What follows belongs to an exercise in optimizing a design on an open flow for small area; a production flow would make more cautious choices.
Only simulation tests tie the RTL to the original design; equivalence was not proved.
Power and IR drop assume default switching activity.

File: flow/run.sh
#!/bin/bash
# synth_recipe.tcl (not shown) runs the flow's synth.tcl, then flattens the netlist and writes it again
# the make line also repeats each setting of config.mk as NAME=value (left out here)
make -C /OpenROAD-flow-scripts/flow DESIGN_CONFIG=/design/flow/config.mk WORK_HOME=/design/flow/orfs CLKGATE_MAP_FILE= SYNTH_SCRIPT=/design/flow/synth_recipe.tcl finish
File: flow/config.mk
export PLATFORM = sky130hd
export DESIGN_NAME = top_mem_ctrl
export DESIGN_NICKNAME = top_mem_ctrl
export VERILOG_FILES = /design/flow/design.v
export SDC_FILE = /design/flow/constraint.sdc
export NUM_CORES = 4
export LEC_CHECK = 0
export CAP_MARGIN = 20
export CORE_MARGIN = 2
export CORE_UTILIZATION = 40
export SLEW_MARGIN = 20
File: flow/constraint.sdc
create_clock -name core_clock -period 10.0 [get_ports {HCLK}]
set_input_delay 2.0000 -clock core_clock [delete_from_list [all_inputs] [get_ports {HCLK}]]
set_output_delay 2.0000 -clock core_clock [all_outputs]
set_load 0.01 [all_outputs]
File: flow/design.v
module top_mem_ctrl
  (
    input wire HCLK,
    input wire HRESETn,
    input wire [31:0] HADDR,
    input wire [2:0] HBURST,
    input wire [3:0] HPROT,
    input wire [2:0] HSIZE,
    input wire [1:0] HTRANS,
    input wire [31:0] HWDATA,
    input wire HWRITE,
    input wire HREADYIN,
    input wire HSEL,
    output wire [31:0] HRDATA,
    output wire HRESP,
    output wire HREADYOUT,
    input wire [31:0] MEM_RDATA,
    output wire [31:0] MEM_WDATA,
    output wire [11:0] MEM_ADDR,
    output wire [1:0] MEM_BA,
    output wire MEM_CKE,
    output wire MEM_CSn,
    output wire MEM_RASn,
    output wire MEM_CASn,
    output wire MEM_WEn,
    output wire [3:0] MEM_DQM
  );
  localparam [5:0]
    INIT_WAIT0    = 6'd0,
    INIT_WAIT1    = 6'd1,
    INIT_PRE_C    = 6'd2,
    INIT_WAIT2    = 6'd3,
    INIT_AUTO_R1  = 6'd4,
    INIT_WAIT3    = 6'd5,
    INIT_AUTO_R2  = 6'd6,
    INIT_WAIT4    = 6'd7,
    INIT_SET_MODE = 6'd8,
    INIT_WAIT5    = 6'd9,
    INIT_WAIT6    = 6'd10,
    INIT_WAIT7    = 6'd11,
    ACTIVE_IDLE   = 6'd12,
    RF_PRE_C      = 6'd13,
    RF_AUTO_R     = 6'd14,
    RF_WAIT1      = 6'd15,
    RF_WAIT2      = 6'd16,
    RF_WAIT3      = 6'd17,
    R_CHECK_HIT   = 6'd18,
    R_RELAY_DATA  = 6'd19,
    R_SET_PREP    = 6'd20,
    R_SET_CMD     = 6'd21,
    R_WAIT1       = 6'd22,
    R_WAIT2       = 6'd23,
    R_WAIT3       = 6'd24,
    R_WAIT4       = 6'd25,
    R_WAIT5       = 6'd26,
    R_WAIT6       = 6'd27,
    R_WAIT7       = 6'd28,
    R_WAIT8       = 6'd29,
    R_PRE_C       = 6'd30,
    W_SET_PREP    = 6'd31,
    W_SET_CMD     = 6'd32,
    W_WAIT        = 6'd33,
    W_PRE_C       = 6'd34;
  reg [5:0]   state;
  reg [5:0]   next_state;
  reg [11:0]  cnt;           
  reg         busyn;         
  reg         next_busyn;
  reg         valid;         
  reg [11:0]  line_a;        
  reg [255:0] line_d;        
  reg [2:0]   offset_q;      
  wire enable = HSEL & HREADYIN;
  wire [12:0] diff = {1'b0, HADDR[11:0]} - {1'b0, line_a};
  wire hit = (diff[12:3] == 10'd0);
  wire ro_init = cnt[11] & cnt[8] & cnt[7] & cnt[6] & cnt[2];            
  wire ro_3    = cnt[1] & cnt[0];                                        
  wire ro_750  = cnt[9] & cnt[7] & cnt[6] & cnt[5] & cnt[3] & cnt[2] & cnt[1];  
  reg counting;
  reg rollover;
  reg ras, cas, we, cke, addr_sel, mode;
  always @* begin
    next_state = state;
    next_busyn = 1'b0;
    counting = 1'b0;
    rollover = 1'b0;
    ras = 1'b1; cas = 1'b1; we = 1'b1; cke = 1'b1;
    addr_sel = 1'b0; mode = 1'b0;
    case (state)
      INIT_WAIT0:    begin cke = 1'b0; counting = 1'b1; rollover = ro_init;
                           if (ro_init) next_state = INIT_WAIT1; end
      INIT_WAIT1:    next_state = INIT_WAIT2;
      INIT_WAIT2:    begin counting = 1'b1; rollover = ro_init;
                           if (ro_init) next_state = INIT_PRE_C; end
      INIT_PRE_C:    begin ras = 1'b0; we = 1'b0; next_state = INIT_WAIT3; end
      INIT_WAIT3:    next_state = INIT_AUTO_R1;
      INIT_AUTO_R1:  begin ras = 1'b0; cas = 1'b0; next_state = INIT_WAIT4; end
      INIT_WAIT4:    begin counting = 1'b1;
                           if (ro_3) next_state = INIT_AUTO_R2; end
      INIT_AUTO_R2:  begin ras = 1'b0; cas = 1'b0; next_state = INIT_WAIT5; end
      INIT_WAIT5:    begin counting = 1'b1;
                           if (ro_3) next_state = INIT_SET_MODE; end
      INIT_SET_MODE: begin ras = 1'b0; cas = 1'b0; we = 1'b0; mode = 1'b1;
                           next_state = INIT_WAIT6; end
      INIT_WAIT6:    next_state = INIT_WAIT7;
      INIT_WAIT7:    next_state = ACTIVE_IDLE;
      ACTIVE_IDLE: begin
        counting = 1'b1;
        if (ro_750) begin
          ras = 1'b0; cas = 1'b0;
          next_state = RF_PRE_C;
        end else if (enable) begin
          next_state = HWRITE ? W_SET_PREP : R_CHECK_HIT;
        end else
          next_busyn = 1'b1;
      end
      RF_PRE_C:      begin ras = 1'b0; we = 1'b0; next_state = RF_AUTO_R; end
      RF_AUTO_R:     begin ras = 1'b0; cas = 1'b0; next_state = RF_WAIT1; end
      RF_WAIT1:      next_state = RF_WAIT2;
      RF_WAIT2:      next_state = RF_WAIT3;
      RF_WAIT3:      next_state = ACTIVE_IDLE;
      R_CHECK_HIT:   begin next_busyn = hit;
                           next_state = hit ? R_RELAY_DATA : R_SET_PREP; end
      R_RELAY_DATA:  begin next_busyn = 1'b1; next_state = ACTIVE_IDLE; end
      R_SET_PREP:    begin ras = 1'b0; addr_sel = 1'b1; next_state = R_SET_CMD; end
      R_SET_CMD:     begin cas = 1'b0; addr_sel = 1'b1; next_state = R_WAIT1; end
      R_WAIT1:       begin addr_sel = 1'b1; next_state = R_WAIT2; end
      R_WAIT2:       next_state = R_WAIT3;
      R_WAIT3:       next_state = R_WAIT4;
      R_WAIT4:       next_state = R_WAIT5;
      R_WAIT5:       next_state = R_WAIT6;
      R_WAIT6:       next_state = R_WAIT7;
      R_WAIT7:       next_state = R_WAIT8;
      R_WAIT8:       begin we = 1'b0; next_state = R_PRE_C; end
      R_PRE_C:       begin ras = 1'b0; we = 1'b0; next_busyn = 1'b1;
                           next_state = R_RELAY_DATA; end
      W_SET_PREP:    begin ras = 1'b0; addr_sel = 1'b1; next_state = W_SET_CMD; end
      W_SET_CMD:     begin cas = 1'b0; we = 1'b0; addr_sel = 1'b1; next_state = W_WAIT; end
      W_WAIT:        begin we = 1'b0; next_busyn = 1'b1; next_state = W_PRE_C; end
      W_PRE_C:       begin ras = 1'b0; we = 1'b0; next_busyn = 1'b1;
                           next_state = ACTIVE_IDLE; end
      default:       ;
    endcase
  end
  always @(posedge HCLK or negedge HRESETn) begin
    if (!HRESETn) begin
      state <= INIT_WAIT0;
      busyn <= 1'b0;
      cnt   <= 12'd0;
      valid <= 1'b0;
      line_a <= 12'd0;
    end else begin
      state <= next_state;
      busyn <= next_busyn;
      cnt   <= counting ? cnt + 12'd1 : 12'd0;
      if (state == R_WAIT1) begin
        valid  <= 1'b1;
        line_a <= HADDR[11:0];
      end
    end
  end
  always @(posedge HCLK) begin
    if (state == R_WAIT1) line_d[ 31:  0] <= MEM_RDATA;
    if (state == R_WAIT2) line_d[ 63: 32] <= MEM_RDATA;
    if (state == R_WAIT3) line_d[ 95: 64] <= MEM_RDATA;
    if (state == R_WAIT4) line_d[127: 96] <= MEM_RDATA;
    if (state == R_WAIT5) line_d[159:128] <= MEM_RDATA;
    if (state == R_WAIT6) line_d[191:160] <= MEM_RDATA;
    if (state == R_WAIT7) line_d[223:192] <= MEM_RDATA;
    if (state == R_WAIT8) line_d[255:224] <= MEM_RDATA;
    offset_q <= (state == R_CHECK_HIT) ? diff[2:0] : 3'd0;
  end
  wire relay = (state == R_RELAY_DATA) & valid;
  assign HRDATA    = relay ? line_d[offset_q*32 +: 32] : 32'd0;
  assign HRESP     = 1'b0;
  assign HREADYOUT = busyn;
  assign MEM_WDATA = HWDATA;
  assign MEM_BA    = HADDR[13:12];
  assign MEM_ADDR  = mode ? 12'h213 : (addr_sel ? HADDR[11:0] : 12'd0);
  assign MEM_CKE   = cke;
  assign MEM_CSn   = 1'b0;
  assign MEM_RASn  = ras;
  assign MEM_CASn  = cas;
  assign MEM_WEn   = we;
  assign MEM_DQM   = 4'b1111;
endmodule
==> key figures, run 1 <==
Yosys
  – Synth Area in Simple Gates: 7.31%
  – Post-synth EDFFs: 256
  – Post-synthesis cell area: 12800 um^2
  – Synth Warn #: 1
  – Post-synthesis mux area share: 13.9%
  – Most frequent cell after synthesis: edfxtp_1
  – Compound-Gate Fraction of Synth Area: 5.33%
  – Ranking of synthesized cells by area: edfxtp_1 60%, mux4_2 11%, dfrtp_1 6.2%, mux2i_1 2.7%, buf_4 2.3%
  – FFs w/ async S/R, synth: 11.0%
  – Most used DFF post-synth: edfxtp_1
  – Synth Area in Adders: 1.42%
  – Post-synth top cells: 256 x edfxtp_1, 80 x nor2_1, 64 x mux4_2
  – Post-Syn Instances: 837
  – Avg Cell Area, Syn: 15.4 um^2
  – Number of synthesized register bits: 291
  – Area leader, netlist: edfxtp_1
  – Cell variety after synth: 60
  – Post-synth top area share: 59.8%
  – Register area share after synthesis: 66.5%
  – XOR/XNOR Fraction of Synth Area: 1.02%
  – Largest family of logic cells by synthesized area: multiplexers

Timing
  – Slew @ Worst Pin: 1.03 ns
  – Crit share post-route: 62.8%
  – Clock Skews: 0.0137 ns
  – Fin Setup TNS: 0 ns
  – Fin Hold WS: 0.479 ns
  – Max-slew violation count: 0
  – Fin. Hold Viols: 0
  – Count of final setup violators: 0
  – Peak Freq: 159 MHz
  – Min Tclk post-route: 6.28 ns
  – RSZ-0062 raised after global routing: no
  – Slew headroom: 31.3%

Floorplanning
  – Initial Util: 40.7%
  – Core ar.: 31600 um^2
  – Die Y: 183 um
  – FP Rows: 65
  – Die area: 33600 um^2
  – IO Count: 202
  – Die Wd: 183 um

Layout
  – Net count, final: 1029
  – Layout Area Growth over Synthesis: 16.3%
  – Proportion of layout cells with a drive suffix above 1: 15.6%

Routing
  – Via/cell ratio: 5.34
  – DRC Markers: 0
  – Routed vias: 7102
  – Initial DRC count: 541
  – Final wirelength: 26500 um
  – WL/cell: 19.9 um
  – Antenna-violating nets left: 0
  – TritonRoute pass-1 iters: 4

Worst setup path
  – Critical path class: flop to output port
  – R2r setup slk: 7.05 ns
  – R2R cell count: 5
  – Crit path max fanout: 23
  – Setup crit end kind: output port
  – CP arrival: 4.28 ns
  – Crit path launch: state[4]$_DFFE_PN0P_
  – Critical Path RT: 8.00 ns
  – CP Capture Point: HRDATA[0]
  – Worst reg2reg endpoint: line_d[95]$_DFFE_PP_
  – Worst r2r src: state[4]$_DFFE_PN0P_
  – Startpoint types: flop

Global route
  – Vias in the first global route: 7219
  – Gr usage total: 16.1%
  – Initial antenna violation count: 2
  – Largest net degree at the start of global routing: 65
  – First-pass GRT wire length: 41500 um
  – Total gr overflow: 0

Power and ir drop
  – Pwr dens: 213 nW/um^2
  – Total Power: 0.00319 W
  – Peak supply drop: 0.160 mV
  – Leakage: 4.85 nW

CTS
  – CTS sink cnt: 291
  – CTS Root Cell: clkbuf_16
  – Post-CTS Setup Bufs: 0
  – CTS tree: built
  – CTS Hold Bufs: 0
  – H-tree depth: 1
  – Post-cts resize count: 0
  – Clock latency on the worst-skew pair: 0.56 ns
  – CTS Buffer Depth: 3
  – CTS buffer count: 31
  – Clock slew at reported path FFs: 0.06 ns

Place
  – GPL Wtd Cong: 0.873
  – Dpl hpwl: 15000 um
  – IO buf count: 97

Hold path
  – Hold Crit Class: flop to flop

Flow run
  – Max-capacitance violation count: 0

Run status
  – Status: timing/DRC/antenna clean
-- layout make-up --
class                      count  area, um^2
fill                        2765       16600
sequential                   291        8550
multi-input combinational    444        3790
timing repair buffer         111        1080
clock buffer                  36         795
tap                          402         503
clock inverter                22         135
inverter                      23        86.3
antenna                        2        5.00
-- power by group --
part           switching [W]  leakage, nW  internal (W)
combinational       0.000431         1.68      0.000281
sequential         0.0000624         2.71       0.00138
clock               0.000463        0.452      0.000572
-- critical path: stages, from the launching register on --
cell             delay (ns)
dfrtp_1                0.81
inv_1                  0.29
nor2_1                 0.44
nand4_1                0.81
buf_4                  0.53
nor2_1                 0.25
clkdlybuf4s50_1        0.58
-- registers in the layout, indices dropped and copies added (netlist names) --
name      cells
state         6
valid         1
line_d      256
cnt          12
offset_q      3
busyn         1
line_a       12
-- placed cells by master (no fill, tap or decap), drive strengths merged, types with 13 or more instances in the layout --
cell           netlist  routed
a21oi               24      24
buf                 60      14
clkbuf              23      36
clkdlybuf4s50        0      97
clkinv               0      16
dfrtp               32      32
edfxtp             256     256
ha                  13      13
inv                 23      25
mux2i               35      35
mux4                64      64
nand2               53      53
nand3               17      17
nor2                80      80
o21ai               32      32
-- per-stage QoR --
step | setup slack [ns] | instances | cell area (um^2) | utilization, %
after floorplan | 5.85 | 841 | 12900 | -
after global routing | 3.37 | 1330 | 14900 | 47.4
after CTS | 3.68 | 1329 | 14900 | 47.4
after global placement | 4.27 | 1271 | 14000 | 44.4
final | 3.72 | 1331 | 14900 | 47.4
after detailed placement | 4.27 | 1271 | 14000 | 44.4
-- logic make-up (layout without fill, tap and decap cells) --
group,after synthesis,in the layout
AO/OA/AOI/OAI,105,105
flip-flops,291,291
XOR/XNOR,15,15
AND/OR/NAND/NOR,205,205
other,2,8
buffers and inverters,106,192
adder cells (fa/ha/maj),14,14
multiplexers,99,99
-- worst min-delay path by stage --
stage,startpoint,to,slack (ns),cells past startpoint
floorplan,valid$_DFFE_PN0P_,valid$_DFFE_PN0P_,0.43,1
global placement,valid$_DFFE_PN0P_,valid$_DFFE_PN0P_,0.45,1
detailed placement,valid$_DFFE_PN0P_,valid$_DFFE_PN0P_,0.46,1
CTS,valid$_DFFE_PN0P_,valid$_DFFE_PN0P_,0.48,1
global route,valid$_DFFE_PN0P_,valid$_DFFE_PN0P_,0.49,1
finish,valid$_DFFE_PN0P_,valid$_DFFE_PN0P_,0.48,1
-- routing by layer --
layer	routed length, um	GRT usage [%]	up-vias	share of wire (%)
met2	12700	26.2	197	48
met3	1340	2.78	43	5.0
met1	12000	22.5	3550	45
li1	-	-	3312	-
met5	0	0	-	0
met4	499	4.13	0	1.9
==> inputs of run 2 (changes only) <==
--- a/flow/design.v
+++ b/flow/design.v
@@ -70,5 +70,4 @@
   reg [11:0]  line_a;        
   reg [255:0] line_d;        
-  reg [2:0]   offset_q;      
   wire enable = HSEL & HREADYIN;
   wire [12:0] diff = {1'b0, HADDR[11:0]} - {1'b0, line_a};
@@ -160,17 +159,33 @@
     end
   end
+  reg shift_q, hold_q;
+  wire shift_next = (next_state >= R_WAIT1) && (next_state <= R_WAIT8);
   always @(posedge HCLK) begin
-    if (state == R_WAIT1) line_d[ 31:  0] <= MEM_RDATA;
-    if (state == R_WAIT2) line_d[ 63: 32] <= MEM_RDATA;
-    if (state == R_WAIT3) line_d[ 95: 64] <= MEM_RDATA;
-    if (state == R_WAIT4) line_d[127: 96] <= MEM_RDATA;
-    if (state == R_WAIT5) line_d[159:128] <= MEM_RDATA;
-    if (state == R_WAIT6) line_d[191:160] <= MEM_RDATA;
-    if (state == R_WAIT7) line_d[223:192] <= MEM_RDATA;
-    if (state == R_WAIT8) line_d[255:224] <= MEM_RDATA;
-    offset_q <= (state == R_CHECK_HIT) ? diff[2:0] : 3'd0;
-  end
-  wire relay = (state == R_RELAY_DATA) & valid;
-  assign HRDATA    = relay ? line_d[offset_q*32 +: 32] : 32'd0;
+    shift_q <= shift_next;
+    hold_q  <= ~shift_next;
+  end
+  wire [255:0] line_in = {MEM_RDATA, line_d[255:32]};
+  always @(posedge HCLK)
+    line_d <= ({256{shift_q}} & line_in) | ({256{hold_q}} & line_d);
+  reg [7:0] sel_q;
+  wire [7:0] hit_sel = (8'd1 << diff[2:0]);
+  always @(posedge HCLK or negedge HRESETn) begin
+    if (!HRESETn)
+      sel_q <= 8'd0;
+    else if (state == R_CHECK_HIT)
+      sel_q <= (hit & valid) ? hit_sel : 8'd0;
+    else if (state == R_PRE_C)
+      sel_q <= 8'd1;
+    else
+      sel_q <= 8'd0;
+  end
+  reg [31:0] rdata;
+  integer k;
+  always @* begin
+    rdata = 32'd0;
+    for (k = 0; k < 8; k = k + 1)
+      rdata = rdata | ({32{sel_q[k]}} & line_d[k*32 +: 32]);
+  end
+  assign HRDATA    = rdata;
   assign HRESP     = 1'b0;
   assign HREADYOUT = busyn;
--- a/flow/config.mk
+++ b/flow/config.mk
@@ -8,4 +8,5 @@
 export CAP_MARGIN = 20
 export CORE_MARGIN = 2
-export CORE_UTILIZATION = 40
+export CORE_UTILIZATION = 60
+export CTS_BUF_LIST = sky130_fd_sc_hd__clkbuf_4 sky130_fd_sc_hd__clkbuf_8
 export SLEW_MARGIN = 20
==> run 2 against run 1 <==
Compared with the run above:
- still clean
- critical path type unchanged
- cell count grew 14%
- sequential share of layout area shrank 13 points
- synthesized cell count grew 43%
- highest routed layer unchanged
- area after synthesis shrank 2.9%
==> key figures, run 2 <==
Timing
  – Slew headroom: 28.2%
  – Fin Hold WS: 0.476 ns
  – Crit share post-route: 54.6%
  – Max-slew violation count: 0
  – Fin. Hold Viols: 0
  – Slew @ Worst Pin: 1.08 ns
  – RSZ-0062 raised after global routing: no
  – Peak Freq: 183 MHz
  – Fin Setup TNS: 0 ns
  – Min Tclk post-route: 5.46 ns
  – Count of final setup violators: 0
  – Final worst slack: 4.54 ns
  – Clock Skews: 0.0235 ns

Routing
  – Antenna-violating nets left: 0
  – TritonRoute pass-1 iters: 5
  – DRC Markers: 0
  – Via/cell ratio: 6.43
  – Final wirelength: 28400 um
  – Routed vias: 9731
  – Initial DRC count: 863
  – WL/cell: 18.8 um

CTS
  – H-tree depth: 2
  – CTS tree: built
  – CTS Root Cell: clkbuf_8
  – CTS Buffer Depth: 3
  – Post-cts resize count: 0
  – Post-CTS Setup Bufs: 0
  – CTS sink cnt: 298
  – Clock slew at reported path FFs: 0.06 ns
  – Clock latency on the worst-skew pair: 0.56 ns
  – CTS buffer count: 47
  – CTS Hold Bufs: 0

Yosys
  – Number of synthesized register bits: 298
  – Cell variety after synth: 73
  – Post-synth EDFFs: 0
  – Avg Cell Area, Syn: 10.4 um^2
  – Synth Warn #: 1
  – Post-Syn Instances: 1201
  – Register area share after synthesis: 49.4%
  – Most used DFF post-synth: dfxtp_1
  – Area leader, netlist: dfxtp_1
  – Post-synthesis cell area: 12500 um^2
  – Post-synth top cells: 258 x dfxtp_1, 256 x a22o_1, 130 x a22oi_1
  – Ranking of synthesized cells by area: dfxtp_1 41%, a22o_1 18%, dfrtp_1 8.0%, a22oi_1 7.8%, clkbuf_1 2.6%
  – Most frequent cell after synthesis: dfxtp_1
  – FFs w/ async S/R, synth: 13.4%
  – Post-synth top area share: 41.4%

Place
  – Place WS: 4.77 ns
  – Dpl hpwl: 15400 um
  – GPL Wtd Cong: 0.889
  – IO buf count: 97

Worst setup path
  – Startpoint types: flop
  – Worst r2r src: line_a[0]$_DFFE_PN0P_
  – Crit path max fanout: 25
  – Critical path class: flop to output port
  – Setup crit end kind: output port
  – Worst reg2reg endpoint: state[1]$_DFF_PN0_
  – R2r setup slk: 6.94 ns
  – R2R cell count: 9
  – Critical Path RT: 8.00 ns
  – CP arrival: 3.46 ns
  – Crit path launch: state[0]$_DFF_PN0_

Hold path
  – Hold Crit Class: flop to flop
  – WHS Path Cells: 1
  – Hold EP: line_d[11]$_DFF_P_
  – Hold Crit Start: line_d[11]$_DFF_P_

Layout
  – Ant. Diodes: 0
  – Biggest register: line_d
  – Proportion of layout cells with a drive suffix above 1: 10.3%
  – Commonest cells after routing, fill and taps aside: 256 x a22o_1, 256 x dfxtp_1, 130 x a22oi_1
  – Finished Core Util: 69.4%
  – Largest register FFs: 256
  – Net count, final: 1342
  – Fill cells: 1619
  – Layout Area Growth over Synthesis: 13.0%
  – Largest regs: line_d x256, cnt x12, line_a x12

Floorplanning
  – Die Wd: 148 um
  – Core ar.: 20300 um^2
  – Die Y: 148 um
  – IO Count: 202
  – FP Rows: 52
  – Initial Util: 61.4%
  – Die area: 22000 um^2

Global route
  – Initial antenna violation count: 0
  – First-pass GRT wire length: 46100 um
  – Vias in the first global route: 9135
  – Largest net degree at the start of global routing: 114
  – Gr usage total: 25.1%
  – Total gr overflow: 0

Power and ir drop
  – Leakage: 5.68 nW
  – Peak supply drop: 0.215 mV
  – Pwr dens: 330 nW/um^2

Run status
  – Status: timing/DRC/antenna clean

Flow run
  – Max-capacitance violation count: 0
-- run 2: cell families (layout without fill, tap and decap cells) --
group                    after synthesis  after routing  synth area share, %
AO/OA/AOI/OAI                        494            494                 31.7
flip-flops                           298            298                 49.4
AND/OR/NAND/NOR                      189            189                 8.25
buffers and inverters                175            214                 6.78
XOR/XNOR                              16             16                 1.12
adder cells (fa/ha/maj)               14             14                 1.46
multiplexers                          13             13                 1.15
other                                  2              6               0.0602
-- run 2: how the worst max path moves through the flow --
stage,endpoint,cells after the start
after global routing,MEM_ADDR[9],6
after global placement,MEM_ADDR[1],4
after floorplan,MEM_ADDR[10],1
after CTS,MEM_ADDR[11],5
after detailed placement,MEM_ADDR[1],4
final,MEM_ADDR[11],5
-- run 2: metrics by stage --
step	area (um^2)	instances	total power [W]
final	14100	1514	0.00465
after global routing	14100	1514	0.00495
after CTS	14100	1513	0.00465
after detailed placement	13100	1435	0.00361
after global placement	13100	1435	0.00358
after floorplan	12500	1205	0.00327
-- run 2: report_power, final --
group | total, W | internal (W) | switching (W)
clock network | 0.00102 | 0.000560 | 0.000464
logic | 0.00147 | 0.000764 | 0.000707
registers | 0.00215 | 0.00170 | 0.000451
total | 0.00465 | 0.00303 | 0.00162
-- run 2: layout make-up --
cell class	count	area, um^2	share of cell area, %
flip-flops and latches	298	6180	43.9
multi-input cells	732	5480	38.9
repair buffers	106	1050	7.43
clock buffers	70	876	6.22
well taps	270	338	2.40
inverters	30	113	0.799
clock inverters	8	56.3	0.400
-- run 2: worst max-delay path, stage by stage (launching register included) --
cell,delay (ns)
dfrtp_1,0.85
and2_1,0.38
nand3_1,0.15
o22ai_1,0.73
and2_1,0.25
clkdlybuf4s50_1,0.54
-- run 2: metal layers --
layer  track usage, %  routed length, um
met1             35.6              12900
met2             38.9              13200
met3             5.67               1970
met4             7.10                388
met5                0                  0
==> inputs of run 3 (changes only) <==
--- a/flow/config.mk
+++ b/flow/config.mk
@@ -9,4 +9,6 @@
 export CORE_MARGIN = 2
 export CORE_UTILIZATION = 60
-export CTS_BUF_LIST = sky130_fd_sc_hd__clkbuf_4 sky130_fd_sc_hd__clkbuf_8
+export CTS_BUF_LIST = sky130_fd_sc_hd__clkbuf_16
+export CTS_CLUSTER_DIAMETER = 80
+export CTS_CLUSTER_SIZE = 35
 export SLEW_MARGIN = 20
==> run 3 against run 2 <==
Compared with the run above:
- synthesized cell count did not move
- area after synthesis unchanged
- core utilization shrank 2.2 points
- clock skew barely moved
- wire length is 3.5% lower
- sequential share of layout area grew 1.4 points
- cell count fell by 3.6%
- sequential power is essentially flat
- die area stayed put
- hold slack gained 0.013 ns
- critical path depth unchanged
- critical path type unchanged
- critical endpoint unchanged
- largest cell class unchanged
- largest power group unchanged
==> key figures, run 3 <==
Worst setup path
  – Startpoint types: flop
  – Setup crit end kind: output port
  – Worst reg2reg endpoint: sel_q[1]$_DFF_PN0_
  – CP Capture Point: MEM_ADDR[11]
  – Critical path class: flop to output port
  – Critical Path RT: 8.00 ns
  – CP arrival: 3.39 ns
  – Crit path max fanout: 25
  – Worst r2r src: line_a[0]$_DFFE_PN0P_
  – R2r setup slk: 7.00 ns
  – Crit path launch: state[0]$_DFF_PN0_
  – R2R cell count: 9

Yosys
  – Cell variety after synth: 73
  – Most used DFF post-synth: dfxtp_1
  – Post-synth top cells: 258 x dfxtp_1, 256 x a22o_1, 130 x a22oi_1
  – Register area share after synthesis: 49.4%
  – Ranking of synthesized cells by area: dfxtp_1 41%, a22o_1 18%, dfrtp_1 8.0%, a22oi_1 7.8%, clkbuf_1 2.6%
  – Number of synthesized register bits: 298
  – Post-synth EDFFs: 0
  – Post-Syn Instances: 1201
  – Post-synth top area share: 41.4%
  – Most frequent cell after synthesis: dfxtp_1
  – Synth Warn #: 1
  – Area leader, netlist: dfxtp_1
  – Post-synthesis cell area: 12500 um^2
  – FFs w/ async S/R, synth: 13.4%
  – Avg Cell Area, Syn: 10.4 um^2

Floorplanning
  – Core ar.: 20300 um^2
  – IO Count: 202
  – FP Rows: 52
  – Die Y: 148 um
  – Die Wd: 148 um
  – Die area: 22000 um^2
  – Initial Util: 61.4%

CTS
  – Post-CTS Setup Bufs: 0
  – CTS Root Cell: clkbuf_16
  – Post-cts resize count: 0
  – CTS Buffer Depth: 3
  – CTS tree: built
  – H-tree depth: 1
  – CTS Hold Bufs: 0
  – CTS buffer count: 14
  – Clock latency on the worst-skew pair: 0.50 ns
  – Clock slew at reported path FFs: 0.12 ns
  – CTS sink cnt: 298

Power and ir drop
  – Peak supply drop: 0.194 mV
  – Total Power: 0.00431 W
  – Pwr dens: 316 nW/um^2
  – Leakage: 5.41 nW

Layout
  – Ant. Diodes: 0
  – Biggest register: line_d
  – Proportion of layout cells with a drive suffix above 1: 6.14%
  – Commonest cells after routing, fill and taps aside: 256 x a22o_1, 256 x dfxtp_1, 130 x a22oi_1
  – Largest register FFs: 256
  – Fill cells: 1640
  – Final std cells w/o fill: 1459
  – Largest regs: line_d x256, cnt x12, line_a x12
  – Layout Area Growth over Synthesis: 9.37%
  – Net count, final: 1309

Routing
  – Via/cell ratio: 6.54
  – Final wirelength: 27400 um
  – Routed vias: 9545
  – WL/cell: 18.8 um
  – TritonRoute pass-1 iters: 5
  – Initial DRC count: 779
  – Antenna-violating nets left: 0
  – DRC Markers: 0

Place
  – Dpl hpwl: 15400 um
  – GPL Wtd Cong: 0.889
  – Place WS: 4.77 ns
  – IO buf count: 97
  – Dpl cells: 1435

Global route
  – Largest net degree at the start of global routing: 114
  – Initial antenna violation count: 0
  – Total gr overflow: 0
  – Vias in the first global route: 8775
  – First-pass GRT wire length: 44900 um
  – Gr usage total: 24.3%

Timing
  – Fin. Hold Viols: 0
  – Max-slew violation count: 0
  – Peak Freq: 186 MHz
  – Fin Setup TNS: 0 ns
  – RSZ-0062 raised after global routing: no
  – Crit share post-route: 53.9%
  – Count of final setup violators: 0
  – Slew @ Worst Pin: 1.08 ns
  – Min Tclk post-route: 5.39 ns
  – Final worst slack: 4.61 ns
  – Fin Hold WS: 0.489 ns
  – Slew headroom: 28.2%
  – Clock Skews: 0.0231 ns

Hold path
  – Hold Crit Class: flop to flop

Run status
  – Status: timing/DRC/antenna clean

Flow run
  – Max-capacitance violation count: 0
==> run 3: cell counts after synthesis <==
Identical to the previous run, type by type.
==> run 3: metal layers <==
| metal | vias up | track usage [%] | wire [um] |
|---|---|---|---|
| met5 | - | 0 | 0 |
| met2 | 307 | 38.0 | 12700 |
| met3 | 43 | 4.02 | 1650 |
| met4 | 0 | 5.05 | 519 |
| li1 | 4552 | - | - |
| met1 | 4643 | 35.7 | 12600 |
==> run 3: report_power, final <==
part / total (W) / switching (W) / internal (W)
logic: 0.00147 / 0.000703 / 0.000764
clock network: 0.000700 / 0.000404 / 0.000296
registers: 0.00214 / 0.000447 / 0.00170
total: 0.00431 / 0.00155 / 0.00276
==> run 3: layout make-up <==
class,count,area [um^2],area share [%]
Timing Repair Buffer,106,1050,7.67
Clock buffer,15,375,2.75
Sequential cell,298,6180,45.3
Inverter,30,113,0.826
Multi-Input combinational cell,732,5480,40.1
Tap cell,270,338,2.48
Clock inverter,8,110,0.807
==> run 3: cells by family after synthesis <==
kind of cell	share of synthesized area, %
other	0.0602
flip-flops	49.4
buffers and inverters	6.78
XOR/XNOR	1.12
AND/OR/NAND/NOR	8.25
AO/OA/AOI/OAI	31.7
multiplexers	1.15
adder cells (fa/ha/maj)	1.46
==> run 3: critical path: stages (launching register included) <==
cell and delay (ns):
dfrtp_1 0.86, and2_1 0.38, nand3_1 0.15, o22ai_1 0.73, and2_1 0.25, clkdlybuf4s50_1 0.54
==> run 3: worst min-delay path by stage <==
stage                                  start                  to  slack, ns  depth (start not counted)
after floorplan           line_d[31]$_DFF_P_  line_d[31]$_DFF_P_       0.44                          1
after global placement    line_d[23]$_DFF_P_  line_d[23]$_DFF_P_       0.46                          1
after detailed placement  line_d[19]$_DFF_P_  line_d[19]$_DFF_P_       0.46                          1
after CTS                  line_d[5]$_DFF_P_   line_d[5]$_DFF_P_       0.49                          1
after global routing       line_d[4]$_DFF_P_   line_d[4]$_DFF_P_       0.50                          1
final                     line_d[28]$_DFF_P_  line_d[28]$_DFF_P_       0.49                          1
==> run 3: stage by stage <==
step	utilization [%]	area (um^2)
after CTS	67.1	13600
final	67.2	13600
after floorplan	-	12500
after detailed placement	64.7	13100
after global routing	67.2	13600
after global placement	64.7	13100
==> inputs of run 4 (changes only) <==
--- a/flow/config.mk
+++ b/flow/config.mk
@@ -9,6 +9,6 @@
 export CORE_MARGIN = 2
 export CORE_UTILIZATION = 60
-export CTS_BUF_LIST = sky130_fd_sc_hd__clkbuf_16
-export CTS_CLUSTER_DIAMETER = 80
-export CTS_CLUSTER_SIZE = 35
+export CTS_BUF_LIST = sky130_fd_sc_hd__clkbuf_8
+export CTS_CLUSTER_DIAMETER = 60
+export CTS_CLUSTER_SIZE = 20
 export SLEW_MARGIN = 20
==> run 4 against run 3 <==
Compared with the run above:
- still clean
- hold slack hardly changed
- die area stayed put
- sequential power hardly changed
- critical path depth stayed put
- setup slack worse by 0.10 ns
- final area is 0.14% lower
- clock-buffer cell count is 9 higher
- area after synthesis stayed put
- critical path type unchanged
- largest cell class unchanged
- highest routed layer unchanged
==> key figures, run 4 <==
Routing
  – WL/cell: 18.8 um
  – Final wirelength: 27700 um
  – DRC Markers: 0
  – TritonRoute pass-1 iters: 5
  – Routed vias: 9572
  – Via/cell ratio: 6.51
  – Initial DRC count: 751
  – Antenna-violating nets left: 0

CTS
  – CTS buffer count: 22
  – CTS tree: built
  – CTS sink cnt: 298
  – H-tree depth: 1
  – Clock slew at reported path FFs: 0.11 ns
  – CTS Buffer Depth: 3
  – CTS Hold Bufs: 0
  – Clock latency on the worst-skew pair: 0.57 ns
  – Post-CTS Setup Bufs: 0
  – Post-cts resize count: 0
  – CTS Root Cell: clkbuf_8

Global route
  – Total gr overflow: 0
  – Vias in the first global route: 8851
  – First-pass GRT wire length: 45200 um
  – Largest net degree at the start of global routing: 114
  – Initial antenna violation count: 0
  – Gr usage total: 24.5%

Floorplanning
  – Core ar.: 20300 um^2
  – IO Count: 202
  – Die Y: 148 um
  – Die area: 22000 um^2
  – Initial Util: 61.4%
  – Die Wd: 148 um
  – FP Rows: 52

Timing
  – RSZ-0062 raised after global routing: no
  – Clock Skews: 0.0255 ns
  – Crit share post-route: 54.9%
  – Peak Freq: 182 MHz
  – Min Tclk post-route: 5.49 ns
  – Count of final setup violators: 0
  – Fin Setup TNS: 0 ns
  – Fin. Hold Viols: 0
  – Slew @ Worst Pin: 1.09 ns
  – Max-slew violation count: 0
  – Slew headroom: 27.6%

Worst setup path
  – Critical path class: flop to output port
  – Setup crit end kind: output port
  – Slowest stage cell on the critical path: dfrtp_1
  – Crit path max-delay family: flip-flops
  – R2R cell count: 9
  – Largest stage delay, worst path: 0.88 ns
  – Cell Chain, Critical Path: and2_1 > nand3_1 > o22ai_1 > and2_1 > clkdlybuf4s50_1
  – Critical path's most frequent cell: and2_1
  – Crit path max fanout: 25
  – Critical Path RT: 8.00 ns
  – WP depth: 5
  – Worst r2r src: line_a[0]$_DFFE_PN0P_
  – Crit path launch: state[0]$_DFF_PN0_
  – CP Buf/Inv Count: 1
  – CP arrival: 3.49 ns
  – Startpoint types: flop

Layout
  – Ant. Diodes: 0
  – Proportion of layout cells with a drive suffix above 1: 6.91%
  – Biggest register: line_d
  – Net count, final: 1317
  – Layout Area Growth over Synthesis: 9.22%
  – Finished Core Util: 67.1%
  – Largest regs: line_d x256, cnt x12, line_a x12
  – Largest register FFs: 256
  – Commonest cells after routing, fill and taps aside: 256 x a22o_1, 256 x dfxtp_1, 130 x a22oi_1
  – Fill cells: 1668

Hold path
  – Hold Crit Class: flop to flop
  – Hold Crit Start: line_d[16]$_DFF_P_
  – WHS Path Cells: 1

Yosys
  – Post-Syn Instances: 1201
  – Register area share after synthesis: 49.4%
  – Post-synth EDFFs: 0
  – Area leader, netlist: dfxtp_1
  – Cell variety after synth: 73
  – Synth Warn #: 1
  – Ranking of synthesized cells by area: dfxtp_1 41%, a22o_1 18%, dfrtp_1 8.0%, a22oi_1 7.8%, clkbuf_1 2.6%
  – Most used DFF post-synth: dfxtp_1
  – FFs w/ async S/R, synth: 13.4%
  – Post-synth top area share: 41.4%
  – Post-synth top cells: 258 x dfxtp_1, 256 x a22o_1, 130 x a22oi_1
  – Avg Cell Area, Syn: 10.4 um^2
  – Number of synthesized register bits: 298
  – Post-synthesis cell area: 12500 um^2
  – Most frequent cell after synthesis: dfxtp_1

Place
  – Dpl hpwl: 15400 um
  – IO buf count: 97
  – GPL Wtd Cong: 0.889

Flow run
  – Max-capacitance violation count: 0

Power and ir drop
  – Peak supply drop: 0.207 mV
  – Leakage: 5.42 nW
  – Pwr dens: 315 nW/um^2

Run status
  – Status: timing/DRC/antenna clean
## run 4: per-layer routing
layer	part of all wire (%)	up-vias	GRT usage [%]
met3	6.3	46	4.63
met4	1.7	0	5.24
li1	-	4569	-
met2	46	313	38.4
met1	46	4644	35.6
met5	0	-	0
## run 4: cells by family (layout without fill, tap and decap cells)
family,count (synthesis),in the layout,synth area share [%]
multiplexers,13,13,1.15
XOR/XNOR,16,16,1.12
flip-flops,298,298,49.4
adder cells (fa/ha/maj),14,14,1.46
AO/OA/AOI/OAI,494,494,31.7
AND/OR/NAND/NOR,189,189,8.25
buffers and inverters,175,171,6.78
other,2,6,0.0602
## run 4: final cells by class
class                   instances  area [um^2]  share of cell area (%)
inverters                      30          113                   0.827
well taps                     270          338                    2.48
multi-input cells             732         5480                    40.2
clock buffers                  24          330                    2.42
flip-flops and latches        298         6180                    45.4
repair buffers                106         1050                    7.68
clock inverters                11          136                    1.00
## run 4: per-stage QoR
stage	setup slack (ns)	power, W	area [um^2]	hold slack (ns)	std cells
floorplan	5.85	0.00327	12500	0.440	1205
global placement	4.79	0.00358	13100	0.457	1435
detailed placement	4.77	0.00361	13100	0.456	1435
CTS	4.42	0.00430	13600	0.490	1470
global route	4.12	0.00459	13600	0.506	1471
finish	4.51	0.00429	13600	0.490	1471
## run 4: power breakdown
group          switching [W]  internal (W)  total (W)
logic               0.000704      0.000764    0.00147
clock network       0.000409      0.000267   0.000676
registers           0.000449       0.00170    0.00215
total                0.00156       0.00273    0.00429
## run 4: path summary, 6_finish.rpt
kind                                       to  slack (ns)
hold reg to reg            line_d[16]$_DFF_P_        0.49
hold / removal             line_d[16]$_DFF_P_        0.49
max in group asynchronous    cnt[4]$_DFF_PN0_        8.12
setup / recovery                 MEM_ADDR[11]        4.51
setup reg to reg           sel_q[1]$_DFF_PN0_        7.01
min in group asynchronous   valid$_DFFE_PN0P_        1.49
==> inputs of run 5 (changes only) <==
--- a/flow/config.mk
+++ b/flow/config.mk
@@ -8,7 +8,4 @@
 export CAP_MARGIN = 20
 export CORE_MARGIN = 2
-export CORE_UTILIZATION = 60
-export CTS_BUF_LIST = sky130_fd_sc_hd__clkbuf_8
-export CTS_CLUSTER_DIAMETER = 60
-export CTS_CLUSTER_SIZE = 20
+export CORE_UTILIZATION = 40
 export SLEW_MARGIN = 20
==> run 5 against run 4 <==
Compared with the run above:
- register-to-register slack better by 0.02 ns
- clock-buffer cell count increased by 28
- clock skew decreased by 0.0067 ns
- fmax down 0.26%
- sequential share of layout area is 2.8 points lower
- largest cell class unchanged
- global-route usage is 6.9 points lower
- core utilization down 20 points
==> key figures, run 5 <==
Floorplanning
  – Die Y: 181 um
  – Core ar.: 30700 um^2
  – FP Rows: 64
  – Die Wd: 181 um
  – Die area: 32600 um^2
  – Initial Util: 40.7%
  – IO Count: 202

Power and ir drop
  – Leakage: 5.79 nW
  – Pwr dens: 338 nW/um^2
  – Peak supply drop: 0.159 mV

CTS
  – Post-cts resize count: 0
  – CTS sink cnt: 298
  – Clock latency on the worst-skew pair: 0.52 ns
  – H-tree depth: 2
  – Post-CTS Setup Bufs: 0
  – CTS tree: built
  – CTS Root Cell: clkbuf_16
  – Clock slew at reported path FFs: 0.06 ns
  – CTS Hold Bufs: 0
  – CTS buffer count: 34
  – CTS Buffer Depth: 3

Timing
  – Min Tclk post-route: 5.50 ns
  – Max-slew violation count: 0
  – Fin Setup TNS: 0 ns
  – Slew @ Worst Pin: 1.06 ns
  – Slew headroom: 29.3%
  – Crit share post-route: 55.0%
  – RSZ-0062 raised after global routing: no
  – Peak Freq: 182 MHz
  – Clock Skews: 0.0189 ns
  – Final worst slack: 4.50 ns
  – Fin. Hold Viols: 0
  – Count of final setup violators: 0

Layout
  – Fill cells: 2884
  – Commonest cells after routing, fill and taps aside: 256 x a22o_1, 256 x dfxtp_1, 130 x a22oi_1
  – Layout Area Growth over Synthesis: 16.3%
  – Largest regs: line_d x256, cnt x12, line_a x12
  – Proportion of layout cells with a drive suffix above 1: 8.19%
  – Net count, final: 1335
  – Largest register FFs: 256
  – Final std cells w/o fill: 1630
  – Biggest register: line_d
  – Sequential cell area: 6170 um^2
  – Multi-input logic area: 5480 um^2

Yosys
  – Post-synth top cells: 258 x dfxtp_1, 256 x a22o_1, 130 x a22oi_1
  – Post-synth EDFFs: 0
  – Avg Cell Area, Syn: 10.4 um^2
  – FFs w/ async S/R, synth: 13.4%
  – Post-synth top area share: 41.4%
  – Area leader, netlist: dfxtp_1
  – Post-synthesis cell area: 12500 um^2
  – Most frequent cell after synthesis: dfxtp_1
  – Register area share after synthesis: 49.4%
  – Post-Syn Instances: 1201
  – Most used DFF post-synth: dfxtp_1
  – Ranking of synthesized cells by area: dfxtp_1 41%, a22o_1 18%, dfrtp_1 8.0%, a22oi_1 7.8%, clkbuf_1 2.6%
  – Number of synthesized register bits: 298
  – Synth Warn #: 1
  – Cell variety after synth: 73

Global route
  – First-pass GRT wire length: 48300 um
  – Gr usage total: 17.7%
  – Initial antenna violation count: 2
  – Vias in the first global route: 9020
  – Total gr overflow: 0
  – Largest net degree at the start of global routing: 113

Routing
  – Initial DRC count: 631
  – Final wirelength: 30200 um
  – Routed vias: 9626
  – DRC Markers: 0
  – Via/cell ratio: 5.91
  – TritonRoute pass-1 iters: 5
  – WL/cell: 18.5 um
  – Antenna-violating nets left: 0

Flow run
  – Max-capacitance violation count: 0

Hold path
  – Hold Crit Class: flop to flop
  – Hold Crit Start: line_d[3]$_DFF_P_

Worst setup path
  – Worst r2r src: state[1]$_DFF_PN0_
  – Critical path class: flop to output port
  – Crit path max fanout: 30
  – Crit path launch: state[1]$_DFF_PN0_
  – Critical Path RT: 8.00 ns
  – Setup crit end kind: output port
  – Startpoint types: flop
  – R2r setup slk: 7.03 ns
  – CP arrival: 3.50 ns

Place
  – Dpl hpwl: 16500 um
  – IO buf count: 97
  – Place WS: 4.78 ns
  – GPL Wtd Cong: 0.853
  – Dpl cells: 1568

Run status
  – Status: timing/DRC/antenna clean
[run 5: cell counts after synthesis]
No cell type changed its count.
[run 5: worst paths after layout]
path,endpoint,depth (start not counted)
max,MEM_ADDR[10],5
min,line_d[3]$_DFF_P_,1
max reg2reg,sel_q[1]$_DFF_PN0_,5
min reg2reg,line_d[3]$_DFF_P_,1
max in group asynchronous,cnt[10]$_DFF_PN0_,1
min in group asynchronous,line_a[9]$_DFFE_PN0P_,1
[run 5: cell type report]
| cell class | instances | area share (%) |
|---|---|---|
| antenna | 1 | 0.0173 |
| clock buffer | 52 | 7.18 |
| clock inverter | 9 | 0.803 |
| inverter | 30 | 0.777 |
| multi-input combinational | 732 | 37.8 |
| sequential | 298 | 42.6 |
| tap | 396 | 3.42 |
| timing repair buffer | 112 | 7.46 |
[run 5: report_power, final]
group	switching [W]	total, W	internal (W)	leakage [nW]
Clock	0.000489	0.00126	0.000774	0.569
Sequential	0.000457	0.00216	0.00170	2.66
Combinational	0.000713	0.00147	0.000761	2.56
[run 5: metrics by stage]
| stage | cell area, um^2 | hold slack (ns) | util [%] | power (W) |
|---|---|---|---|---|
| finish | 14500 | 0.476 | 47.3 | 0.00490 |
| global route | 14500 | 0.489 | 47.3 | 0.00521 |
| CTS | 14500 | 0.477 | 47.3 | 0.00492 |
| detailed placement | 13300 | 0.457 | 43.5 | 0.00363 |
| global placement | 13300 | 0.458 | 43.5 | 0.00361 |
| floorplan | 12500 | 0.440 | - | 0.00327 |
[run 5: cells by family (layout without fill, tap and decap cells)]
logic type	after synthesis	after routing	share of synthesized area (%)
compound gates	494	494	31.7
flops	298	298	49.4
simple gates	189	189	8.25
buf+inv	175	203	6.78
xor+xnor	16	16	1.12
fa+ha+maj	14	14	1.46
mux	13	13	1.15
other cells	2	7	0.0602
[run 5: worst max-delay path, cell delays in order (launching register included)]
cell and delay (ns):
dfrtp_1 0.93, and2_1 0.40, nand3_1 0.15, o22ai_1 0.73
and2_1 0.23, clkdlybuf4s50_1 0.54
[run 5: per-layer routing]
layer | track usage (%) | wire length [um] | vias up
li1 | - | - | 4619
met1 | 25.9 | 14700 | 4723
met2 | 26.2 | 13300 | 228
met3 | 3.70 | 1630 | 54
met4 | 4.74 | 543 | 2
met5 | 0 | 16 | -
==> inputs of run 6 (changes only) <==
--- a/flow/design.v
+++ b/flow/design.v
@@ -159,22 +159,25 @@
     end
   end
-  reg shift_q, hold_q;
-  wire shift_next = (next_state >= R_WAIT1) && (next_state <= R_WAIT8);
+  reg fill_q, keep_q;
+  wire fill_next = (next_state >= R_WAIT1) && (next_state <= R_WAIT8);
   always @(posedge HCLK) begin
-    shift_q <= shift_next;
-    hold_q  <= ~shift_next;
-  end
-  wire [255:0] line_in = {MEM_RDATA, line_d[255:32]};
+    fill_q <= fill_next;
+    keep_q <= ~fill_next;
+  end
+  wire [31:0] word7_in = ({32{fill_q}} & MEM_RDATA) | ({32{keep_q}} & line_d[31:0]);
   always @(posedge HCLK)
-    line_d <= ({256{shift_q}} & line_in) | ({256{hold_q}} & line_d);
+    line_d <= {word7_in, line_d[255:32]};
+  reg [2:0] ptr;
+  always @(posedge HCLK)
+    ptr <= (state == R_WAIT8) ? 3'd0 : ptr - 3'd1;
   reg [7:0] sel_q;
-  wire [7:0] hit_sel = (8'd1 << diff[2:0]);
+  wire [2:0] rel_off = (state == R_CHECK_HIT) ? diff[2:0] : 3'd0;
+  wire [2:0] rel_pos = ptr - 3'd1 + rel_off;
+  wire [7:0] rel_sel = (8'd1 << rel_pos);
   always @(posedge HCLK or negedge HRESETn) begin
     if (!HRESETn)
       sel_q <= 8'd0;
-    else if (state == R_CHECK_HIT)
-      sel_q <= (hit & valid) ? hit_sel : 8'd0;
-    else if (state == R_PRE_C)
-      sel_q <= 8'd1;
+    else if (((state == R_CHECK_HIT) && hit && valid) || (state == R_PRE_C))
+      sel_q <= rel_sel;
     else
       sel_q <= 8'd0;
==> run 6 against run 5 <==
Compared with the run above:
- still clean
- fmax is 4.7% higher
- first-iteration DRC count is 14% lower
- wire length is 24% lower
- die area is 18% lower
- clock skew is 0.0066 ns higher
- setup slack better by 0.25 ns
- cell count is 19% lower
- highest routed layer is now met4
==> key figures, run 6 <==
Floorplanning
  – Core ar.: 25100 um^2
  – Die area: 26800 um^2
  – Die Wd: 164 um
  – IO Count: 202
  – Initial Util: 40.7%
  – Die Y: 164 um
  – FP Rows: 58

Layout
  – Net count, final: 1100
  – Largest regs: line_d x256, cnt x12, line_a x12
  – Biggest register: line_d
  – Proportion of layout cells with a drive suffix above 1: 7.11%
  – Commonest cells after routing, fill and taps aside: 261 x dfxtp_1, 129 x a22oi_1, 96 x clkdlybuf4s50_1
  – Largest register FFs: 256
  – Ant. Diodes: 0
  – Most common cell after layout, fill and taps aside: dfxtp_1
  – Layout Area Growth over Synthesis: 17.6%

Routing
  – Via/cell ratio: 5.33
  – TritonRoute pass-1 iters: 5
  – Initial DRC count: 541
  – Antenna-violating nets left: 0
  – Routed vias: 7015
  – WL/cell: 17.3 um
  – Final wirelength: 22800 um
  – DRC Markers: 0

Hold path
  – Hold Crit Class: flop to flop
  – WHS Path Cells: 0

Worst setup path
  – Critical path class: primary input to output port
  – CP Buf/Inv Count: 2
  – Largest stage delay, worst path: 0.56 ns
  – Critical Path RT: 8.00 ns
  – R2r setup slk: 6.54 ns
  – R2R cell count: 10
  – WP depth: 4
  – CP Capture Point: MEM_ADDR[1]
  – Worst reg2reg endpoint: sel_q[3]$_DFF_PN0_
  – Crit path max fanout: 3
  – Cell Chain, Critical Path: clkdlybuf4s50_1 > nand2_1 > nand2_1 > clkdlybuf4s50_1
  – Worst r2r src: state[4]$_DFF_PN0_
  – Slowest stage cell on the critical path: clkdlybuf4s50_1
  – Setup crit end kind: output port
  – CP arrival: 3.25 ns
  – Crit path max-delay family: buffers and inverters
  – Crit path launch: HADDR[1]
  – Startpoint types: primary input

Timing
  – Fin. Hold Viols: 0
  – Crit share post-route: 52.5%
  – Slew @ Worst Pin: 0.902 ns
  – Count of final setup violators: 0
  – Max-slew violation count: 0
  – Slew headroom: 39.8%
  – RSZ-0062 raised after global routing: no
  – Peak Freq: 190 MHz
  – Min Tclk post-route: 5.25 ns
  – Clock Skews: 0.0255 ns
  – Fin Hold WS: 0.329 ns
  – Fin Setup TNS: 0 ns

Place
  – IO buf count: 97
  – Dpl hpwl: 13600 um
  – GPL Wtd Cong: 0.837

Yosys
  – Most frequent cell after synthesis: dfxtp_1
  – FFs w/ async S/R, synth: 13.3%
  – Cell variety after synth: 58
  – Most used DFF post-synth: dfxtp_1
  – Post-Syn Instances: 924
  – Post-synth EDFFs: 0
  – Post-synth top cells: 261 x dfxtp_1, 129 x a22oi_1, 55 x nand2_1
  – Post-synth top area share: 51.1%
  – Ranking of synthesized cells by area: dfxtp_1 51%, dfrtp_1 9.8%, a22oi_1 9.5%, buf_4 2.9%, a22o_1 2.9%
  – Number of synthesized register bits: 301
  – Area leader, netlist: dfxtp_1
  – Synth Warn #: 1
  – Post-synthesis cell area: 10200 um^2
  – Avg Cell Area, Syn: 11.1 um^2
  – Register area share after synthesis: 60.9%

Power and ir drop
  – Sequential power share: 54.9%
  – Int Pwr: 0.00248 W
  – Total Power: 0.00349 W
  – P_sw: 0.00101 W
  – Pwr dens: 290 nW/um^2
  – Switching share of power: 28.8%
  – Leakage: 4.69 nW
  – Comb pwr share: 16.7%
  – Peak supply drop: 0.131 mV
  – Clock share of power: 28.4%

CTS
  – CTS sink cnt: 301
  – CTS Hold Bufs: 0
  – CTS Buffer Depth: 3
  – Clock slew at reported path FFs: 0.06 ns
  – Clock latency on the worst-skew pair: 0.55 ns
  – CTS tree: built
  – H-tree depth: 1
  – Post-cts resize count: 0
  – Post-CTS Setup Bufs: 0
  – CTS buffer count: 28
  – CTS Root Cell: clkbuf_16

Flow run
  – Max-capacitance violation count: 0

Run status
  – Status: timing/DRC/antenna clean

Global route
  – Gr usage total: 17.1%
  – Total gr overflow: 0
  – Largest net degree at the start of global routing: 41
  – Vias in the first global route: 6895
  – Initial antenna violation count: 0
  – First-pass GRT wire length: 36900 um
[run 6: layer usage]
layer / share of wire, % / vias to the layer above / track usage (%)
li1: - / 3400 / -
met1: 48 / 3352 / 24.7
met2: 44 / 223 / 26.7
met3: 5.9 / 40 / 2.95
met4: 1.7 / 0 / 3.91
met5: 0 / - / 0
[run 6: power by group through the flow]
stage | Sequential, W | Clock [W] | Combinational [W]
after floorplan | 0.00182 | 0 | 0.000519
after global placement | 0.00193 | 0 | 0.000577
after detailed placement | 0.00193 | 0 | 0.000579
after CTS | 0.00191 | 0.00102 | 0.000584
after global routing | 0.00197 | 0.00107 | 0.000658
final | 0.00192 | 0.000993 | 0.000582
[run 6: worst min path at each step]
stage                             start                   to  slack, ns
global route        line_d[129]$_DFF_P_   line_d[97]$_DFF_P_       0.34
floorplan           line_d[190]$_DFF_P_  line_d[158]$_DFF_P_       0.33
CTS                  line_d[38]$_DFF_P_    line_d[6]$_DFF_P_       0.33
detailed placement  line_d[240]$_DFF_P_  line_d[208]$_DFF_P_       0.34
finish               line_d[38]$_DFF_P_    line_d[6]$_DFF_P_       0.33
global placement    line_d[202]$_DFF_P_  line_d[170]$_DFF_P_       0.33
[run 6: logic make-up (layout without fill, tap and decap cells)]
kind of cell | count (synthesis) | in the layout | synth area share [%]
simple gates | 216 | 216 | 10.6
fa+ha+maj | 17 | 17 | 2.23
compound gates | 241 | 241 | 17.4
flops | 301 | 301 | 60.9
buf+inv | 114 | 171 | 5.66
other cells | 2 | 6 | 0.0735
xor+xnor | 19 | 19 | 1.63
mux | 14 | 14 | 1.52
[run 6: cell type report]
| cell class | instances | area [um^2] |
|---|---|---|
| inverter | 25 | 93.8 |
| timing repair buffer | 101 | 996 |
| clock buffer | 40 | 776 |
| fill | 2356 | 13100 |
| clock inverter | 5 | 77.6 |
| multi-input combinational | 513 | 3430 |
| sequential | 301 | 6230 |
| tap | 330 | 413 |
[run 6: worst reg2reg max path, cell delays in order, from the launching register on]
cell     delay, ns
dfrtp_1       0.90
nand2_1       0.31
nor2_1        0.29
nand2_1       0.17
nor2_1        0.16
ha_1          0.16
inv_1         0.05
fa_1          0.43
xnor2_1       0.15
xnor2_1       0.44
nor4b_1       0.30
[run 6: per-stage QoR]
step	std cells	area [um^2]	worst slack [ns]	utilization, %
after CTS	1315	12000	4.47	47.9
after floorplan	928	10200	5.47	-
final	1315	12000	4.75	47.9
after detailed placement	1270	11200	4.68	44.5
after global placement	1270	11200	4.67	44.5
after global routing	1315	12000	4.40	47.9
==> inputs of run 7 (changes only) <==
--- a/flow/config.mk
+++ b/flow/config.mk
@@ -8,4 +8,7 @@
 export CAP_MARGIN = 20
 export CORE_MARGIN = 2
-export CORE_UTILIZATION = 40
+export CORE_UTILIZATION = 65
+export CTS_BUF_LIST = sky130_fd_sc_hd__clkbuf_16
+export CTS_CLUSTER_DIAMETER = 80
+export CTS_CLUSTER_SIZE = 35
 export SLEW_MARGIN = 20
==> run 7 against run 6 <==
Compared with the run above:
- critical path depth rose by 3
- clock power fell by 37%
- clock-buffer cell count fell by 27
- sequential power barely moved
==> key figures, run 7 <==
Run status
  – Status: timing/DRC/antenna clean

Routing
  – Routed vias: 7139
  – TritonRoute pass-1 iters: 5
  – Antenna-violating nets left: 0
  – WL/cell: 19.5 um
  – Final wirelength: 23000 um
  – DRC Markers: 0
  – Via/cell ratio: 6.08
  – Initial DRC count: 475

Worst setup path
  – Critical Path RT: 8.00 ns
  – Startpoint types: flop
  – CP Buf/Inv Count: 1
  – Critical path class: flop to output port
  – R2r setup slk: 6.70 ns
  – Crit path launch: state[0]$_DFF_PN0_
  – Crit path max-delay family: simple AND/OR/NAND/NOR gates
  – R2R cell count: 11
  – Worst reg2reg endpoint: sel_q[3]$_DFF_PN0_
  – Setup crit end kind: output port
  – Cell Chain, Critical Path: nor2_1 > nand2_1 > nor3_1 > a31oi_1 > o21ai_1 > and2_1 > clkdlybuf4s50_1
  – Slowest stage cell on the critical path: dfrtp_1
  – Crit path max fanout: 21
  – Largest stage delay, worst path: 0.65 ns
  – Worst r2r src: state[0]$_DFF_PN0_
  – CP arrival: 3.23 ns

Layout
  – Net count, final: 1091
  – Ant. Diodes: 0
  – Most common cell after layout, fill and taps aside: dfxtp_1
  – Non-Filler Cell Area, Final: 11400 um^2
  – Finished Core Util: 75.0%
  – Largest regs: line_d x256, cnt x12, line_a x12
  – Largest register FFs: 256
  – Proportion of layout cells with a drive suffix above 1: 5.19%
  – Layout Area Growth over Synthesis: 12.0%
  – Commonest cells after routing, fill and taps aside: 260 x dfxtp_1, 129 x a22oi_1, 96 x clkdlybuf4s50_1
  – Fill cells: 1047
  – Biggest register: line_d

Place
  – Dpl hpwl: 14600 um
  – IO buf count: 97
  – GPL Wtd Cong: 0.865
  – Area after DPL: 11100 um^2

CTS
  – CTS tree: built
  – CTS buffer count: 13
  – CTS Buffer Depth: 3
  – CTS Root Cell: clkbuf_16
  – CTS Hold Bufs: 0
  – Clock latency on the worst-skew pair: 0.49 ns
  – Post-CTS Setup Bufs: 0
  – Post-cts resize count: 0
  – CTS sink cnt: 301
  – Clock slew at reported path FFs: 0.12 ns
  – H-tree depth: 1

Yosys
  – Synth Warn #: 1
  – Number of synthesized register bits: 301
  – Post-synth top cells: 261 x dfxtp_1, 129 x a22oi_1, 55 x nand2_1
  – Most frequent cell after synthesis: dfxtp_1
  – Ranking of synthesized cells by area: dfxtp_1 51%, dfrtp_1 9.8%, a22oi_1 9.5%, buf_4 2.9%, a22o_1 2.9%
  – Post-synth EDFFs: 0
  – Post-synth top area share: 51.1%
  – Cell variety after synth: 58
  – FFs w/ async S/R, synth: 13.3%
  – Most used DFF post-synth: dfxtp_1
  – Post-synthesis cell area: 10200 um^2
  – Post-Syn Instances: 924
  – Register area share after synthesis: 60.9%
  – Avg Cell Area, Syn: 11.1 um^2
  – Area leader, netlist: dfxtp_1

Timing
  – RSZ-0062 raised after global routing: no
  – Peak Freq: 191 MHz
  – Crit share post-route: 52.3%
  – Min Tclk post-route: 5.23 ns
  – Slew @ Worst Pin: 0.905 ns
  – Fin Hold WS: 0.345 ns
  – Count of final setup violators: 0
  – Fin Setup TNS: 0 ns
  – Fin. Hold Viols: 0
  – Clock Skews: 0.0157 ns
  – Slew headroom: 39.7%
  – Max-slew violation count: 0

Floorplanning
  – IO Count: 202
  – Die Y: 129 um
  – Die area: 16700 um^2
  – FP Rows: 45
  – Initial Util: 67.0%
  – Core ar.: 15300 um^2
  – Die Wd: 129 um

Power and ir drop
  – Leakage: 4.51 nW
  – Pwr dens: 275 nW/um^2
  – Clock share of power: 19.9%
  – Total Power: 0.00315 W
  – Peak supply drop: 0.141 mV
  – P_sw: 0.000976 W
  – Sequential power share: 61.2%
  – Int Pwr: 0.00217 W
  – Switching share of power: 31.0%
  – Comb pwr share: 18.9%

Hold path
  – Hold Crit Start: line_d[223]$_DFF_P_
  – Hold Crit Class: flop to flop
  – WHS Path Cells: 0
  – Hold EP: line_d[191]$_DFF_P_

Flow run
  – Max-capacitance violation count: 0

Global route
  – Gr usage total: 27.1%
  – First-pass GRT wire length: 36400 um
  – Largest net degree at the start of global routing: 41
  – Vias in the first global route: 7266
  – Total gr overflow: 0
  – Initial antenna violation count: 0
## run 7: kinds of logic (layout without fill, tap and decap cells)
kind of cell,Yosys count,count (layout),share of synthesized area [%]
flip-flops,301,301,60.9
AND/OR/NAND/NOR,216,216,10.6
other,2,6,0.0735
adder cells (fa/ha/maj),17,17,2.23
buffers and inverters,114,150,5.66
AO/OA/AOI/OAI,241,241,17.4
XOR/XNOR,19,19,1.63
multiplexers,14,14,1.52
## run 7: worst max path at each step
| stage | depth (start not counted) | slack (ns) | end |
|---|---|---|---|
| finish | 7 | 4.77 | MEM_ADDR[6] |
| global route | 8 | 4.47 | MEM_ADDR[0] |
| CTS | 8 | 4.38 | MEM_ADDR[0] |
| detailed placement | 13 | 4.71 | fill_q$_DFF_P_ |
| global placement | 13 | 4.74 | fill_q$_DFF_P_ |
| floorplan | 12 | 5.47 | fill_q$_DFF_P_ |
## run 7: final cells by class
type / instances / area, um^2 / share of cell area, %
inverters: 25 / 93.8 / 0.820
multi-input cells: 513 / 3430 / 30.0
well taps: 211 / 264 / 2.31
clock buffers: 13 / 325 / 2.84
clock inverters: 5 / 63.8 / 0.558
flip-flops and latches: 301 / 6230 / 54.4
repair buffers: 107 / 1040 / 9.10
## run 7: stage by stage
stage	setup WS [ns]	cells
after floorplan	5.47	928
after global placement	4.74	1157
after detailed placement	4.71	1157
after CTS	4.38	1175
after global routing	4.47	1175
final	4.77	1175
## run 7: metal layers
metal	part of all wire [%]	track usage, %
met5	0	0
met4	1.9	7.10
met3	6.5	4.25
met2	50	48.0
met1	42	34.7
## run 7: power by group through the flow
stage	combinational, W	clock, W	sequential, W
after floorplan	0.000519	0	0.00182
after global placement	0.000565	0	0.00190
after detailed placement	0.000584	0	0.00194
after CTS	0.000591	0.000635	0.00192
after global routing	0.000661	0.000675	0.00198
final	0.000594	0.000627	0.00193
==> inputs of run 8 (changes only) <==
==> flow/flow/run.sh (new file) <==
#!/bin/bash
# Standard ORFS layout, with two changes to the steps' arguments:
#  - ports are buffered with the smallest buffer (buf_1) instead of the
#    one buffer_ports picks by itself; every port still gets its buffer
#  - clock tree synthesis inserts no dummy loads
# Each tool's output stays in orfs/logs; make's own output goes to
# standard_flow.log in the work folder.
set -euo pipefail
export BUFFER_PORTS_ARGS="-buffer_cell sky130_fd_sc_hd__buf_1"
export CTS_ARGS="-sink_clustering_enable -repair_clock_nets -dont_use_dummy_load -sink_clustering_size ${CTS_CLUSTER_SIZE:-35} -sink_clustering_max_diameter ${CTS_CLUSTER_DIAMETER:-80} -buf_list sky130_fd_sc_hd__clkbuf_16"
bash standard.sh finish > standard_flow.log 2>&1
==> flow/standard.sh (new file) <==
#!/bin/bash
# synth_recipe.tcl (not shown) runs the flow's synth.tcl, then flattens the netlist and writes it again
# the make line also repeats each setting of config.mk as NAME=value (left out here)
make -C /OpenROAD-flow-scripts/flow DESIGN_CONFIG=/design/flow/config.mk WORK_HOME=/design/flow/orfs CLKGATE_MAP_FILE= SYNTH_SCRIPT=/design/flow/synth_recipe.tcl "${@:-finish}"
removed: flow/run.sh
==> run 8 against run 7 <==
Compared with the run above:
- still clean
- sequential share of layout area is 3.3 points higher
- clock skew is 0.033 ns higher
- final area is 5.8% lower
- clock-buffer cell count stayed put
- global-route usage is 0.53 points lower
- die area stayed put
- register-to-register slack worse by 0.05 ns
- via count is 0.36% higher
- largest cell class unchanged
- largest power group unchanged
==> key figures, run 8 <==
Routing
  – Routed vias: 7165
  – WL/cell: 19.3 um
  – Met3 WL: 1580 um
  – Initial DRC count: 543
  – Metal1 wirelength: 9490 um
  – Wire length on met2: 11000 um
  – Top layer in use: met4
  – TritonRoute pass-1 iters: 5
  – Via/cell ratio: 6.12
  – DRC Markers: 0

Layout
  – Most common cell after layout, fill and taps aside: dfxtp_1
  – Layout Area Growth over Synthesis: 5.56%
  – Fill cells: 1097
  – Net count, final: 1092
  – Biggest register: line_d
  – Commonest cells after routing, fill and taps aside: 261 x dfxtp_1, 129 x a22oi_1, 96 x buf_1
  – Proportion of layout cells with a drive suffix above 1: 4.90%
  – Sequential cell area: 6230 um^2
  – Multi-input logic area: 3430 um^2
  – Ant. Diodes: 0
  – Largest regs: line_d x256, cnt x12, line_a x12
  – Finished Core Util: 70.7%

Worst setup path
  – Critical Path RT: 8.00 ns
  – Worst reg2reg endpoint: sel_q[1]$_DFF_PN0_
  – R2r setup slk: 6.65 ns
  – Worst r2r src: state[0]$_DFF_PN0_
  – Crit path max-delay family: simple AND/OR/NAND/NOR gates

Floorplanning
  – Die Y: 129 um
  – FP Rows: 45
  – Die area: 16700 um^2
  – Die Wd: 129 um
  – Initial Util: 67.0%
  – IO Count: 202

CTS
  – Clock slew at reported path FFs: 0.12 ns
  – CTS sink cnt: 301
  – Post-CTS Setup Bufs: 0
  – CTS buffer count: 13
  – CTS Buffer Depth: 3
  – Clock latency on the worst-skew pair: 0.51 ns
  – CTS tree: built
  – H-tree depth: 1

Timing
  – Slew @ Worst Pin: 0.888 ns
  – Peak Freq: 207 MHz
  – Count of final setup violators: 0
  – Fin Setup TNS: 0 ns
  – Crit share post-route: 48.4%
  – Slew headroom: 40.8%
  – Max-slew violation count: 0
  – Fin. Hold Viols: 0
  – RSZ-0062 raised after global routing: no

Yosys
  – Most frequent cell after synthesis: dfxtp_1
  – Number of synthesized register bits: 301
  – Most used DFF post-synth: dfxtp_1
  – Post-synth top area share: 51.1%
  – Register area share after synthesis: 60.9%
  – Synth Warn #: 1
  – Post-synth EDFFs: 0
  – Cell variety after synth: 58
  – FFs w/ async S/R, synth: 13.3%

Hold path
  – WHS Path Cells: 0
  – Hold Crit Class: flop to flop
  – Hold Crit Start: line_d[128]$_DFF_P_
  – Hold EP: line_d[96]$_DFF_P_

Place
  – GPL Wtd Cong: 0.879
  – IO buf count: 97

Global route
  – Vias in the first global route: 7000
  – Gr usage total: 26.5%
  – Largest net degree at the start of global routing: 41
  – Initial antenna violation count: 0
  – First-pass GRT wire length: 35500 um

Run status
  – Status: timing/DRC/antenna clean
[run 8: cell counts after synthesis]
Identical to the previous run, type by type.
[run 8: per-layer routing]
layer / vias to the layer above / GRT usage, %
li1: 3374 / -
met1: 3450 / 35.8
met2: 292 / 44.1
met3: 49 / 3.84
met4: 0 / 9.27
met5: - / 0
[run 8: final cells by class]
type,instances,area share (%)
multi-input cells,513,31.8
well taps,211,2.45
repair buffers,108,4.15
clock buffers,13,3.02
flip-flops and latches,301,57.7
inverters,25,0.870
[run 8: worst max-delay path by stage]
stage	depth (start not counted)	slack (ns)	end	start
after floorplan	12	5.47	fill_q$_DFF_P_	HADDR[0]
after global placement	13	5.11	fill_q$_DFF_P_	HADDR[0]
after detailed placement	13	5.07	fill_q$_DFF_P_	HADDR[0]
after CTS	7	4.83	MEM_ADDR[6]	state[0]$_DFF_PN0_
after global routing	8	4.77	MEM_ADDR[1]	state[0]$_DFF_PN0_
final	7	5.16	MEM_ADDR[6]	state[0]$_DFF_PN0_
[run 8: cell families after synthesis]
family                     synth area share [%]
AOI/OAI and AO/OA                          17.4
buffers and inverters                      5.66
adders and majority gates                  2.23
and+or+nand+nor                            10.6
xor gates and xnor gates                   1.63
other                                    0.0735
muxes                                      1.52
DFF                                        60.9
[run 8: per-stage QoR]
step	worst slack (ns)	hold slack, ns	cell area, um^2	power, W	cells
2_1_floorplan	5.47	0.331	10200	0.00233	928
3_3_place_gp	5.11	0.333	10500	0.00246	1158
3_5_place_dp	5.07	0.336	10500	0.00250	1158
4_1_cts	4.83	0.329	10800	0.00307	1171
5_1_grt	4.77	0.327	10800	0.00324	1171
6_report	5.16	0.327	10800	0.00308	1171
[run 8: power breakdown]
| part | switching [W] | internal [W] | leakage [nW] |
|---|---|---|---|
| Combinational | 0.000321 | 0.000257 | 1.39 |
| Sequential | 0.000278 | 0.00164 | 2.69 |
| Clock | 0.000343 | 0.000236 | 0.160 |

Re-timed with assumed drivers on the ports (clkbuf_16 on the clock, buf_2 on other inputs), run 8 has 5.112 ns of setup slack against 5.158 ns with ideal ports, and 5.058 ns once port delays also move by the mid clock arrival of 0.530 ns.
